Context: an optimization exercise on an open-source flow, tuned for small area and a short achievable clock period. The choices shown serve that exercise and are no tape-out recipe. The RTL was checked by simulation tests, not by an equivalence proof against the original design. Power and IR drop assume default switching activity.

==> inputs of trial 97 <==
// top_mips
module top_mips (
    input wire clk,
    input wire reset,
    output wire [31:0] imem_addr,
    input wire [31:0] imem_rdata,
    output wire [31:0] dmem_addr,
    output wire [31:0] dmem_wdata,
    output wire dmem_we,
    input wire [31:0] dmem_rdata,
    output wire [31:0] aluresout,
    output wire [31:0] shift_resultout,
    output wire [31:0] GP_DATA_INout
);
==> flow/config.mk <==
export PLATFORM = sky130hd
export DESIGN_NAME = top_mips
export DESIGN_NICKNAME = top_mips
export VERILOG_FILES = /design/flow/design.v
export SDC_FILE = /design/flow/constraint.sdc
export NUM_CORES = 4
export LEC_CHECK = 0
export ABC_CLOCK_PERIOD_IN_PS = 4000
export CAP_MARGIN = 20
export CORE_MARGIN = 2
export CORE_UTILIZATION = 50
export SETUP_SLACK_MARGIN = 5
export SLEW_MARGIN = 20
export SYNTH_HIERARCHICAL = 1
export SYNTH_MINIMUM_KEEP_SIZE = 0
export TNS_END_PERCENT = 0
==> flow/constraint.sdc <==
create_clock -name core_clock -period 10.0 [get_ports {clk}]
set_input_delay 2.0000 -clock core_clock [delete_from_list [all_inputs] [get_ports {clk}]]
set_output_delay 2.0000 -clock core_clock [all_outputs]
set_load 0.01 [all_outputs]
standard.sh (not shown) runs the stock make flow with config.mk's settings and CLKGATE_MAP_FILE= SYNTH_SCRIPT=/design/flow/synth_recipe.tcl, a recipe that flattens the netlist after the stock synthesis.
==> flow/flow/run.sh <==
#!/bin/bash
set -euo pipefail
bash standard.sh synth > synth.log 2>&1
bash standard.sh SETUP_SLACK_MARGIN=6.5 \
    "BUFFER_PORTS_ARGS=-buffer_cell sky130_fd_sc_hd__buf_2" \
    finish > layout.log 2>&1
test -s out/final.def
==> trial 76: changes against trial 97 <==
--- a/flow/design.v
+++ b/flow/design.v
@@ -9,52 +9,45 @@
     input wire [31:0] dmem_rdata,
     output wire [31:0] aluresout,
     output wire [31:0] shift_resultout,
     output wire [31:0] GP_DATA_INout
 );
     reg [31:0] PC;        
-    reg [31:0] PC4_r;     
     reg [25:0] ir_r;      
     reg [31:0] B_r;       
     reg [31:0] p_r;       
     reg [31:0] g2_r;      
     reg [31:0] t2_r;      
     reg        cin_r;     
-    reg [31:0] g0_r;      
+    reg [31:0] lgc_r;     
     reg [31:0] shift_r;   
     reg [31:0] oth_r;     
     reg        issum_r;   
-    reg        isand_r, isor_r, isxor_r, isnor_r;   
     reg        isslt_r;   
     reg        gsum_r;    
     reg        galu_r;    
     reg        gsh_r;     
-    reg        gpc_r;     
     reg        jr_r, jmp_r, br1_r, rt0_r, beq_r, bne_r, blez_r, bgtz_r;
     reg        aneg_r;    
     reg        azero_r;   
     reg [4:0]  wa_r;      
     reg        we_r;      
     reg [31:0] data_out;  
     reg [31:0] regs [1:31];
     reg [31:1] valid;
     wire [31:0] sum;
     wire        cout;
     Adder_Tail tail (.p(p_r), .g2(g2_r), .t2(t2_r), .ci(cin_r), .s(sum), .co(cout));
-    wire [31:0] lgc = ({32{isand_r}} & g0_r)
-                    | ({32{isor_r}}  & (p_r | g0_r))
-                    | ({32{isxor_r}} & p_r)
-                    | ({32{isnor_r}} & ~(p_r | g0_r));
-    wire [31:0] lgc_s = {lgc[31:1], lgc[0] | (isslt_r & ~cout)};
+    wire [31:0] lgc_s = {lgc_r[31:1], lgc_r[0] | (isslt_r & ~cout)};
     wire [31:0] alu = ({32{issum_r}} & sum) | lgc_s;
-    wire [31:0] pc4 = PC4_r;
+    wire [31:0] pc4 = PC + 32'd4;
     wire [31:0] gp, gp_w;
-    GP_Sel gp_out (.sum(sum), .lgc(lgc_s), .shift(shift_r), .pc4(pc4), .oth(oth_r),
-                   .gsum(gsum_r), .galu(galu_r), .gsh(gsh_r), .gpc(gpc_r), .q(gp));
-    GP_Sel gp_reg (.sum(sum), .lgc(lgc_s), .shift(shift_r), .pc4(pc4), .oth(oth_r),
-                   .gsum(gsum_r), .galu(galu_r), .gsh(gsh_r), .gpc(gpc_r), .q(gp_w));
+    GP_Sel gp_out (.sum(sum), .lgc(lgc_s), .shift(shift_r), .oth(oth_r),
+                   .gsum(gsum_r), .galu(galu_r), .gsh(gsh_r), .q(gp));
+    GP_Sel gp_reg (.sum(sum), .lgc(lgc_s), .shift(shift_r), .oth(oth_r),
+                   .gsum(gsum_r), .galu(galu_r), .gsh(gsh_r), .q(gp_w));
     wire [31:0] a_val = p_r ^ B_r;        
     wire ab_eq = (p_r == 32'b0);          
     wire taken = (br1_r & (rt0_r ^ aneg_r))
                | (beq_r & ab_eq)
                | (bne_r & ~ab_eq)
                | (blez_r & (aneg_r | azero_r))
@@ -124,30 +117,36 @@
     Reg_Read rdb (.a(rt), .valid(valid), .regsf(regsf), .q(rB));
     wire [31:0] ext = zext ? {16'b0, imm} : {{16{imm[15]}}, imm};
     wire [31:0] opb = alusrc ? ext : rB;
     wire [31:0] x   = inv ? ~opb : opb;
     wire [31:0] p, g2, t2;
     Adder_Head head (.a(rA), .b(x), .ci(inv), .p(p), .g2(g2), .t2(t2));
-    wire [31:0] shift  = srl ? (rB >> shamt) : (rB << shamt);
+    wire [31:0] lgc = ({32{alu_and}} & (rA & opb))
+                    | ({32{alu_or}}  & (rA | opb))
+                    | ({32{alu_xor}} & (rA ^ opb))
+                    | ({32{alu_nor}} & ~(rA | opb));
+    function [31:0] rev32(input [31:0] v);
+        integer q;
+        for (q = 0; q < 32; q = q + 1)
+            rev32[q] = v[31-q];
+    endfunction
+    wire [31:0] sh_in  = srl ? rev32(rB) : rB;
+    wire [31:0] sh_out = sh_in << shamt;
+    wire [31:0] shift  = srl ? rev32(sh_out) : sh_out;
     wire [31:0] dout = we_r ? data_out : dmem_rdata;
-    wire [31:0] oth = (op_lw & ~reset) ? dout : 32'b0;
+    wire [31:0] npc4 = npc + 32'd4;
+    wire [31:0] oth = (op_lw & ~reset) ? dout : (gp_pc & ~reset) ? npc4 : 32'b0;
     always @(posedge clk or posedge reset) begin
         if (reset) begin
             PC      <= 32'd0;
-            PC4_r   <= 32'd4;
             cin_r   <= 1'b0;
             issum_r <= 1'b0;
-            isand_r <= 1'b0;
-            isor_r  <= 1'b0;
-            isxor_r <= 1'b0;
-            isnor_r <= 1'b0;
             isslt_r <= 1'b0;
             gsum_r  <= 1'b0;
             galu_r  <= 1'b0;
             gsh_r   <= 1'b0;
-            gpc_r   <= 1'b0;
             jr_r    <= 1'b0;
             jmp_r   <= 1'b0;
             br1_r   <= 1'b0;
             rt0_r   <= 1'b0;
             beq_r   <= 1'b0;
             bne_r   <= 1'b0;
@@ -156,24 +155,18 @@
             aneg_r  <= 1'b0;
             azero_r <= 1'b0;
             wa_r    <= 5'b0;
             we_r    <= 1'b0;
         end else begin
             PC      <= npc;
-            PC4_r   <= npc + 32'd4;
             cin_r   <= inv;
             issum_r <= alu_sum;
-            isand_r <= alu_and;
-            isor_r  <= alu_or;
-            isxor_r <= alu_xor;
-            isnor_r <= alu_nor;
             isslt_r <= alu_slt;
             gsum_r  <= alu_sum & gp_alu;
             galu_r  <= gp_alu;
             gsh_r   <= gp_shift;
-            gpc_r   <= gp_pc;
             jr_r    <= op_r & (f_jr | f_jalr);
             jmp_r   <= op_j | op_jal;
             br1_r   <= (op == 6'b000001);
             rt0_r   <= rt[0];
             beq_r   <= (op == 6'b000100);
             bne_r   <= (op == 6'b000101);
@@ -188,13 +181,13 @@
     always @(posedge clk) begin
         ir_r    <= ins[25:0];
         B_r     <= rB;
         p_r     <= p;
         g2_r    <= g2;
         t2_r    <= t2;
-        g0_r    <= rA & x;
+        lgc_r   <= lgc;
         shift_r <= shift;
         oth_r   <= oth;
     end
     always @(posedge clk) begin
         if (!we_r)
             data_out <= dmem_rdata;
@@ -275,17 +268,14 @@
     assign co = g5[31];
 endmodule
 module GP_Sel (
     input wire [31:0] sum,
     input wire [31:0] lgc,
     input wire [31:0] shift,
-    input wire [31:0] pc4,
     input wire [31:0] oth,
     input wire gsum,
     input wire galu,
     input wire gsh,
-    input wire gpc,
     output wire [31:0] q
 );
-    assign q = ({32{gsum}} & sum) | ({32{galu}} & lgc) | ({32{gsh}} & shift) |
-               ({32{gpc}} & pc4) | oth;
-endmodule
+    assign q = ({32{gsum}} & sum) | ({32{galu}} & lgc) | ({32{gsh}} & shift) | oth;
+endmodule
==> flow/run.sh (new file) <==
#!/bin/bash
# synth_recipe.tcl (not shown) runs the flow's synth.tcl, then flattens the netlist and writes it again
# the make line also repeats each setting of config.mk as NAME=value (left out here)
make -C /OpenROAD-flow-scripts/flow DESIGN_CONFIG=/design/flow/config.mk WORK_HOME=/design/flow/orfs CLKGATE_MAP_FILE= SYNTH_SCRIPT=/design/flow/synth_recipe.tcl finish
removed: flow/flow/run.sh
removed: flow/standard.sh
==> impl_metrics.ini <==
[timing]
finClkSkew_ns = 0.0483

[final_layout]
clkCellAreaFrac_pct = 6.57
seq_cell_count = 1355

[status]
status = complete, no violations

[worst_setup_path]
reg2reg_depth = 17

[global_route]
use_met3_pct = 9.82

[clocking]
postCtsSetupBuffers = 17
insertion_delay_ns = 0.82

[pwr]
p_sw_share_pct = 30.9
p_comb_share_pct = 22.0
ir_drop_uv = 214

[route]
vias = 50883
dr_wl_met3_mm = 31.4
[end of results for trial 76]
==> impl_metrics.ini <==
[worst_setup_path]
reg2reg_depth = 12

[final_layout]
seq_cell_count = 1390
clkCellAreaFrac_pct = 6.42

[clocking]
postCtsSetupBuffers = 18

[timing]
finClkSkew_ns = 0.0279

[global_route]
use_met3_pct = 12.7

[status]
status = complete, no violations

[pwr]
p_sw_share_pct = 31.0

[route]
vias = 52748
[end of results for trial 97]

* * *

==> 09-04 <==
==> flow/design.v <==
module top_mips (
    input wire clk,
    input wire reset,
    output wire [31:0] imem_addr,
    input wire [31:0] imem_rdata,
    output wire [31:0] dmem_addr,
    output wire [31:0] dmem_wdata,
    output wire dmem_we,
    input wire [31:0] dmem_rdata,
    output wire [31:0] aluresout,
    output wire [31:0] shift_resultout,
    output wire [31:0] GP_DATA_INout
);
    reg [31:0] PC;        
    reg [31:0] PC4_r;     
    reg [25:0] ir_r;      
    reg [31:0] B_r;       
    reg [31:0] p_r;       
    reg [31:0] g2_r;      
    reg [31:0] t2_r;      
    reg        cin_r;     
    reg [31:0] lgc_r;     
    reg [31:0] shift_r;   
    reg        issum_r;   
    reg        isslt_r;   
    reg        gsum_r;    
    reg        galu_r;    
    reg        gsh_r;     
    reg        gpc_r;     
    reg        glw_r;     
    reg        jr_r, jmp_r, br1_r, rt0_r, beq_r, bne_r, blez_r, bgtz_r;
    reg        aneg_r;    
    reg        azero_r;   
    reg [4:0]  wa_r;      
    reg        we_r;      
    reg [31:0] data_out;  
    reg [31:0] regs [1:31];
    reg [31:1] valid;
    wire [31:0] sum;
    wire        cout;
    Adder_Tail tail (.p(p_r), .g2(g2_r), .t2(t2_r), .ci(cin_r), .s(sum), .co(cout));
    wire [31:0] lgc_s = {lgc_r[31:1], lgc_r[0] | (isslt_r & ~cout)};
    wire [31:0] alu = ({32{issum_r}} & sum) | lgc_s;
    wire [31:0] pc4 = PC4_r;
    wire [31:0] gp, gp_w;
    GP_Sel gp_out (.sum(sum), .lgc(lgc_s), .shift(shift_r), .pc4(pc4), .dout(data_out),
                   .gsum(gsum_r), .galu(galu_r), .gsh(gsh_r), .gpc(gpc_r), .glw(glw_r),
                   .q(gp));
    GP_Sel gp_reg (.sum(sum), .lgc(lgc_s), .shift(shift_r), .pc4(pc4), .dout(data_out),
                   .gsum(gsum_r), .galu(galu_r), .gsh(gsh_r), .gpc(gpc_r), .glw(glw_r),
                   .q(gp_w));
    wire [31:0] a_val = p_r ^ B_r;        
    wire ab_eq = (p_r == 32'b0);          
    wire taken = (br1_r & (rt0_r ^ aneg_r))
               | (beq_r & ab_eq)
               | (bne_r & ~ab_eq)
               | (blez_r & (aneg_r | azero_r))
               | (bgtz_r & ~aneg_r & ~azero_r);
    wire [31:0] btarget = pc4 + {{14{ir_r[15]}}, ir_r[15:0], 2'b00};
    reg [31:0] npc;
    always @(*) begin
        if (jr_r)
            npc = a_val;
        else if (jmp_r)
            npc = {pc4[31:28], ir_r, 2'b00};
        else if (taken)
            npc = btarget;
        else
            npc = pc4;
    end
    wire [31:0] ins   = imem_rdata;
    wire [5:0] op     = ins[31:26];
    wire [5:0] funct  = ins[5:0];
    wire [4:0] rs     = ins[25:21];
    wire [4:0] rt     = ins[20:16];
    wire [4:0] rd     = ins[15:11];
    wire [4:0] shamt  = ins[10:6];
    wire [15:0] imm   = ins[15:0];
    wire op_r    = (op == 6'b000000);
    wire op_lw   = (op == 6'b100011);
    wire op_sw   = (op == 6'b101011);
    wire op_addi = (op == 6'b001000);
    wire op_andi = (op == 6'b001100);
    wire op_ori  = (op == 6'b001101);
    wire op_j    = (op == 6'b000010);
    wire op_jal  = (op == 6'b000011);
    wire f_sub  = (funct == 6'b100010);
    wire f_and  = (funct == 6'b100100);
    wire f_or   = (funct == 6'b100101);
    wire f_xor  = (funct == 6'b100110);
    wire f_nor  = (funct == 6'b100111);
    wire f_slt  = (funct == 6'b101010) | (funct == 6'b101011);
    wire f_sll  = (funct == 6'b000000);
    wire f_srl  = (funct == 6'b000010);
    wire f_jr   = (funct == 6'b001000);
    wire f_jalr = (funct == 6'b001001);
    wire alu_and = (op_r & f_and) | op_andi;
    wire alu_or  = (op_r & f_or) | op_ori;
    wire alu_xor = op_r & f_xor;
    wire alu_nor = op_r & f_nor & ~reset;
    wire alu_slt = op_r & f_slt;
    wire alu_sum = ~(alu_and | alu_or | alu_xor | alu_nor | alu_slt);
    wire zext   = op_andi | op_ori;
    wire alusrc = (op_lw | op_sw | op_addi | zext) & ~reset;
    wire inv    = op_r & (f_sub | f_slt) & ~reset;
    wire srl      = op_r & f_srl;
    wire gp_shift = op_r & (f_sll | f_srl);
    wire gp_pc    = op_jal | (op_r & f_jalr);
    wire gp_alu   = ~(op_lw | gp_pc | gp_shift);
    wire gp_we    = (op_r & ~f_jr) | op_lw | op_addi | op_andi | op_ori | op_jal;
    wire [4:0] cad = gp_pc ? 5'd31 : op_r ? rd : rt;
    wire [32*31-1:0] regsf;
    genvar gi;
    generate
        for (gi = 1; gi < 32; gi = gi + 1) begin : rf
            assign regsf[32*(gi-1) +: 32] = regs[gi];
        end
    endgenerate
    wire [31:0] rA, rB;
    Reg_Read rda (.a(rs), .valid(valid), .regsf(regsf), .q(rA));
    Reg_Read rdb (.a(rt), .valid(valid), .regsf(regsf), .q(rB));
    wire [31:0] ext = zext ? {16'b0, imm} : {{16{imm[15]}}, imm};
    wire [31:0] opb = alusrc ? ext : rB;
    wire [31:0] x   = inv ? ~opb : opb;
    wire [31:0] p, g2, t2;
    Adder_Head head (.a(rA), .b(x), .ci(inv), .p(p), .g2(g2), .t2(t2));
    wire [31:0] lgc = ({32{alu_and}} & (rA & opb))
                    | ({32{alu_or}}  & (rA | opb))
                    | ({32{alu_xor}} & (rA ^ opb))
                    | ({32{alu_nor}} & ~(rA | opb));
    function [31:0] rev32(input [31:0] v);
        integer q;
        for (q = 0; q < 32; q = q + 1)
            rev32[q] = v[31-q];
    endfunction
    wire [31:0] sh_in  = srl ? rev32(rB) : rB;
    wire [31:0] sh_out = sh_in << shamt;
    wire [31:0] shift  = srl ? rev32(sh_out) : sh_out;
    always @(posedge clk or posedge reset) begin
        if (reset) begin
            PC      <= 32'd0;
            PC4_r   <= 32'd4;
            cin_r   <= 1'b0;
            issum_r <= 1'b0;
            isslt_r <= 1'b0;
            gsum_r  <= 1'b0;
            galu_r  <= 1'b0;
            gsh_r   <= 1'b0;
            gpc_r   <= 1'b0;
            glw_r   <= 1'b0;
            jr_r    <= 1'b0;
            jmp_r   <= 1'b0;
            br1_r   <= 1'b0;
            rt0_r   <= 1'b0;
            beq_r   <= 1'b0;
            bne_r   <= 1'b0;
            blez_r  <= 1'b0;
            bgtz_r  <= 1'b0;
            aneg_r  <= 1'b0;
            azero_r <= 1'b0;
            wa_r    <= 5'b0;
            we_r    <= 1'b0;
        end else begin
            PC      <= npc;
            PC4_r   <= npc + 32'd4;
            cin_r   <= inv;
            issum_r <= alu_sum;
            isslt_r <= alu_slt;
            gsum_r  <= alu_sum & gp_alu;
            galu_r  <= gp_alu;
            gsh_r   <= gp_shift;
            gpc_r   <= gp_pc;
            glw_r   <= op_lw;
            jr_r    <= op_r & (f_jr | f_jalr);
            jmp_r   <= op_j | op_jal;
            br1_r   <= (op == 6'b000001);
            rt0_r   <= rt[0];
            beq_r   <= (op == 6'b000100);
            bne_r   <= (op == 6'b000101);
            blez_r  <= (op == 6'b000110);
            bgtz_r  <= (op == 6'b000111);
            aneg_r  <= rA[31];
            azero_r <= (rA == 32'b0);
            wa_r    <= gp_we ? cad : 5'b0;
            we_r    <= op_sw;
        end
    end
    always @(posedge clk) begin
        ir_r    <= ins[25:0];
        B_r     <= rB;
        p_r     <= p;
        g2_r    <= g2;
        t2_r    <= t2;
        lgc_r   <= lgc;
        shift_r <= shift;
    end
    always @(posedge clk) begin
        if (!we_r)
            data_out <= dmem_rdata;
    end
    always @(posedge clk or posedge reset) begin
        if (reset)
            valid <= 31'b0;
        else if (wa_r != 5'd0)
            valid[wa_r] <= 1'b1;
    end
    always @(posedge clk) begin
        if (wa_r != 5'd0)
            regs[wa_r] <= gp_w;
    end
    assign imem_addr       = PC;
    assign dmem_addr       = alu;
    assign aluresout       = alu;
    assign dmem_wdata      = B_r;
    assign dmem_we         = we_r;
    assign shift_resultout = shift_r;
    assign GP_DATA_INout   = gp;
endmodule
module Reg_Read (
    input wire [4:0] a,
    input wire [31:1] valid,
    input wire [32*31-1:0] regsf,
    output reg [31:0] q
);
    wire [32*32-1:0] rf = {regsf, 32'b0};
    wire [31:0] v = {valid, 1'b0};
    reg [7:0] lo;
    reg [3:0] hi;
    reg [31:0] grp;
    integer h, l;
    always @(*) begin
        for (l = 0; l < 8; l = l + 1)
            lo[l] = (a[2:0] == l);
        for (h = 0; h < 4; h = h + 1)
            hi[h] = (a[4:3] == h);
        q = 32'b0;
        for (h = 0; h < 4; h = h + 1) begin
            grp = 32'b0;
            for (l = 0; l < 8; l = l + 1)
                grp = grp | ({32{lo[l] & v[8*h+l]}} & rf[32*(8*h+l) +: 32]);
            q = q | ({32{hi[h]}} & grp);
        end
    end
endmodule
module Adder_Head (
    input wire [31:0] a,
    input wire [31:0] b,
    input wire ci,
    output wire [31:0] p,
    output wire [31:0] g2,
    output wire [31:0] t2
);
    assign p = a ^ b;
    wire [31:0] g0 = (a & b) | {31'b0, p[0] & ci};
    wire [31:0] g1 = g0 | (p & {g0[30:0], 1'b0});
    wire [31:0] t1 = p & {p[30:0], 1'b1};
    assign g2 = g1 | (t1 & {g1[29:0], 2'b0});
    assign t2 = t1 & {t1[29:0], 2'b11};
endmodule
module Adder_Tail (
    input wire [31:0] p,
    input wire [31:0] g2,
    input wire [31:0] t2,
    input wire ci,
    output wire [31:0] s,
    output wire co
);
    wire [31:0] g3 = g2 | (t2 & {g2[27:0], 4'b0});
    wire [31:0] t3 = t2 & {t2[27:0], 4'hf};
    wire [31:0] g4 = g3 | (t3 & {g3[23:0], 8'b0});
    wire [31:0] t4 = t3 & {t3[23:0], 8'hff};
    wire [31:0] g5 = g4 | (t4 & {g4[15:0], 16'b0});
    assign s  = p ^ {g5[30:0], ci};
    assign co = g5[31];
endmodule
module GP_Sel (
    input wire [31:0] sum,
    input wire [31:0] lgc,
    input wire [31:0] shift,
    input wire [31:0] pc4,
    input wire [31:0] dout,
    input wire gsum,
    input wire galu,
    input wire gsh,
    input wire gpc,
    input wire glw,
    output wire [31:0] q
);
    assign q = ({32{gsum}} & sum) | ({32{galu}} & lgc) | ({32{gsh}} & shift) |
               ({32{gpc}} & pc4) | ({32{glw}} & dout);
endmodule
==> flow/flow/run.sh <==
#!/bin/bash
set -euo pipefail
bash standard.sh synth > synth.log 2>&1
bash standard.sh SETUP_SLACK_MARGIN=6.5 \
    "BUFFER_PORTS_ARGS=-buffer_cell sky130_fd_sc_hd__buf_2" \
    finish > layout.log 2>&1
test -s out/final.def
==> flow/standard.sh <==
#!/bin/bash
# synth_recipe.tcl (not shown) runs the flow's synth.tcl, then flattens the netlist and writes it again
# the make line also repeats each setting of config.mk as NAME=value (left out here)
make -C /OpenROAD-flow-scripts/flow DESIGN_CONFIG=/design/flow/config.mk WORK_HOME=/design/flow/orfs CLKGATE_MAP_FILE= SYNTH_SCRIPT=/design/flow/synth_recipe.tcl "${@:-finish}"
==> flow/config.mk <==
export PLATFORM = sky130hd
export DESIGN_NAME = top_mips
export DESIGN_NICKNAME = top_mips
export VERILOG_FILES = /design/flow/design.v
export SDC_FILE = /design/flow/constraint.sdc
export NUM_CORES = 4
export LEC_CHECK = 0
export ABC_CLOCK_PERIOD_IN_PS = 4000
export CAP_MARGIN = 20
export CORE_MARGIN = 2
export CORE_UTILIZATION = 50
export CTS_CLUSTER_DIAMETER = 60
export CTS_CLUSTER_SIZE = 24
export SETUP_SLACK_MARGIN = 5
export SLEW_MARGIN = 20
export SYNTH_HIERARCHICAL = 1
export SYNTH_MINIMUM_KEEP_SIZE = 0
export TNS_END_PERCENT = 0
==> flow/constraint.sdc <==
create_clock -name core_clock -period 10.0 [get_ports {clk}]
set_input_delay 2.0000 -clock core_clock [delete_from_list [all_inputs] [get_ports {clk}]]
set_output_delay 2.0000 -clock core_clock [all_outputs]
set_load 0.01 [all_outputs]
==> 03-28 (differences from 09-04) <==
--- a/flow/design.v
+++ b/flow/design.v
@@ -18,4 +18,4 @@
     reg [31:0] p_r;       
-    reg [31:0] g2_r;      
-    reg [31:0] t2_r;      
+    reg [31:0] g3_r;      
+    reg [31:0] t3_r;      
     reg        cin_r;     
@@ -40,3 +40,3 @@
     wire        cout;
-    Adder_Tail tail (.p(p_r), .g2(g2_r), .t2(t2_r), .ci(cin_r), .s(sum), .co(cout));
+    Adder_Tail tail (.p(p_r), .g3(g3_r), .t3(t3_r), .ci(cin_r), .s(sum), .co(cout));
     wire [31:0] lgc_s = {lgc_r[31:1], lgc_r[0] | (isslt_r & ~cout)};
@@ -124,4 +124,4 @@
     wire [31:0] x   = inv ? ~opb : opb;
-    wire [31:0] p, g2, t2;
-    Adder_Head head (.a(rA), .b(x), .ci(inv), .p(p), .g2(g2), .t2(t2));
+    wire [31:0] p, g3, t3;
+    Adder_Head head (.a(rA), .b(x), .ci(inv), .p(p), .g3(g3), .t3(t3));
     wire [31:0] lgc = ({32{alu_and}} & (rA & opb))
@@ -191,4 +191,4 @@
         p_r     <= p;
-        g2_r    <= g2;
-        t2_r    <= t2;
+        g3_r    <= g3;
+        t3_r    <= t3;
         lgc_r   <= lgc;
@@ -249,4 +249,4 @@
     output wire [31:0] p,
-    output wire [31:0] g2,
-    output wire [31:0] t2
+    output wire [31:0] g3,
+    output wire [31:0] t3
 );
@@ -256,4 +256,6 @@
     wire [31:0] t1 = p & {p[30:0], 1'b1};
-    assign g2 = g1 | (t1 & {g1[29:0], 2'b0});
-    assign t2 = t1 & {t1[29:0], 2'b11};
+    wire [31:0] g2 = g1 | (t1 & {g1[29:0], 2'b0});
+    wire [31:0] t2 = t1 & {t1[29:0], 2'b11};
+    assign g3 = g2 | (t2 & {g2[27:0], 4'b0});
+    assign t3 = t2 & {t2[27:0], 4'hf};
 endmodule
@@ -261,4 +263,4 @@
     input wire [31:0] p,
-    input wire [31:0] g2,
-    input wire [31:0] t2,
+    input wire [31:0] g3,
+    input wire [31:0] t3,
     input wire ci,
@@ -267,4 +269,2 @@
 );
-    wire [31:0] g3 = g2 | (t2 & {g2[27:0], 4'b0});
-    wire [31:0] t3 = t2 & {t2[27:0], 4'hf};
     wire [31:0] g4 = g3 | (t3 & {g3[23:0], 8'b0});
--- a/flow/config.mk
+++ b/flow/config.mk
@@ -11,4 +11,2 @@
 export CORE_UTILIZATION = 50
-export CTS_CLUSTER_DIAMETER = 60
-export CTS_CLUSTER_SIZE = 24
 export SETUP_SLACK_MARGIN = 5
==> 03-18 (differences from 09-04) <==
--- a/flow/design.v
+++ b/flow/design.v
@@ -21,5 +21,6 @@
     reg        cin_r;     
-    reg [31:0] lgc_r;     
+    reg [31:0] g0_r;      
     reg [31:0] shift_r;   
     reg        issum_r;   
+    reg        isand_r, isor_r, isxor_r, isnor_r;   
     reg        isslt_r;   
@@ -41,3 +42,7 @@
     Adder_Tail tail (.p(p_r), .g2(g2_r), .t2(t2_r), .ci(cin_r), .s(sum), .co(cout));
-    wire [31:0] lgc_s = {lgc_r[31:1], lgc_r[0] | (isslt_r & ~cout)};
+    wire [31:0] lgc = ({32{isand_r}} & g0_r)
+                    | ({32{isor_r}}  & (p_r | g0_r))
+                    | ({32{isxor_r}} & p_r)
+                    | ({32{isnor_r}} & ~(p_r | g0_r));
+    wire [31:0] lgc_s = {lgc[31:1], lgc[0] | (isslt_r & ~cout)};
     wire [31:0] alu = ({32{issum_r}} & sum) | lgc_s;
@@ -126,14 +131,3 @@
     Adder_Head head (.a(rA), .b(x), .ci(inv), .p(p), .g2(g2), .t2(t2));
-    wire [31:0] lgc = ({32{alu_and}} & (rA & opb))
-                    | ({32{alu_or}}  & (rA | opb))
-                    | ({32{alu_xor}} & (rA ^ opb))
-                    | ({32{alu_nor}} & ~(rA | opb));
-    function [31:0] rev32(input [31:0] v);
-        integer q;
-        for (q = 0; q < 32; q = q + 1)
-            rev32[q] = v[31-q];
-    endfunction
-    wire [31:0] sh_in  = srl ? rev32(rB) : rB;
-    wire [31:0] sh_out = sh_in << shamt;
-    wire [31:0] shift  = srl ? rev32(sh_out) : sh_out;
+    wire [31:0] shift  = srl ? (rB >> shamt) : (rB << shamt);
     always @(posedge clk or posedge reset) begin
@@ -144,2 +138,6 @@
             issum_r <= 1'b0;
+            isand_r <= 1'b0;
+            isor_r  <= 1'b0;
+            isxor_r <= 1'b0;
+            isnor_r <= 1'b0;
             isslt_r <= 1'b0;
@@ -167,2 +165,6 @@
             issum_r <= alu_sum;
+            isand_r <= alu_and;
+            isor_r  <= alu_or;
+            isxor_r <= alu_xor;
+            isnor_r <= alu_nor;
             isslt_r <= alu_slt;
@@ -193,3 +195,3 @@
         t2_r    <= t2;
-        lgc_r   <= lgc;
+        g0_r    <= rA & x;
         shift_r <= shift;
--- a/flow/config.mk
+++ b/flow/config.mk
@@ -11,4 +11,2 @@
 export CORE_UTILIZATION = 50
-export CTS_CLUSTER_DIAMETER = 60
-export CTS_CLUSTER_SIZE = 24
 export SETUP_SLACK_MARGIN = 5
==> comparison <==
- Worst setup slack, highest first: 09-04, 03-18, 03-28.
- 03-18 completed without violations. 09-04 produced a clean layout. 03-28 finished clean.
- In 03-28 the sequential power is higher than in 09-04, by about 0.9%.
- Count of clock-buffer cells in the layout: 09-04 < 03-28 < 03-18.
- Of 09-04 and 03-18, 03-18 has the higher total power (gap about 5%, measured against 03-18).
- Area after synthesis is about the same in 09-04 and 03-18.
- Final cell count: 09-04 < 03-28 < 03-18.
- Cell area, lowest first: 03-18, 09-04, 03-28.

## port drivers added, routing unchanged
The flow's constraints put no driver on any port. The routed layouts listed below were extracted and timed again, unchanged, in two steps. Step 1 assumes that a clkbuf_16 drives the clock port and a buf_2 every other input. Step 2 moves the port delays by t, midway between the first and last clock arrival at a register: inputs arrive t later, outputs are due t later. That takes back most of the time a late clock gives input paths. Three values: no drivers, after step 1, after step 2; two values: the first two.
run | t (ns) | setup WS [ns] | worst setup path after step 2 | latest minus earliest clock arrival (ns)
trial 97 | 0.881 | 5.227 / 5.227 / 4.406 | input to register | 0.029 / 0.029
trial 76 | 0.883 | 4.771 / 4.809 / 3.946 | input to register | 0.048 / 0.048
09-04 | 0.855 | 5.147 / 5.184 / 4.342 | input to register | 0.054 / 0.053
03-28 | 0.859 | 5.010 / 5.051 / 4.192 | input to register | 0.027 / 0.028
03-18 | 0.869 | 5.115 / 5.172 / 4.304 | input to register | 0.039 / 0.039
After both steps setup and hold are still met in every run listed. The setup slack of trial 76, which loses most, moves by +0.038 ns with the drivers and by -0.825 ns with both steps.
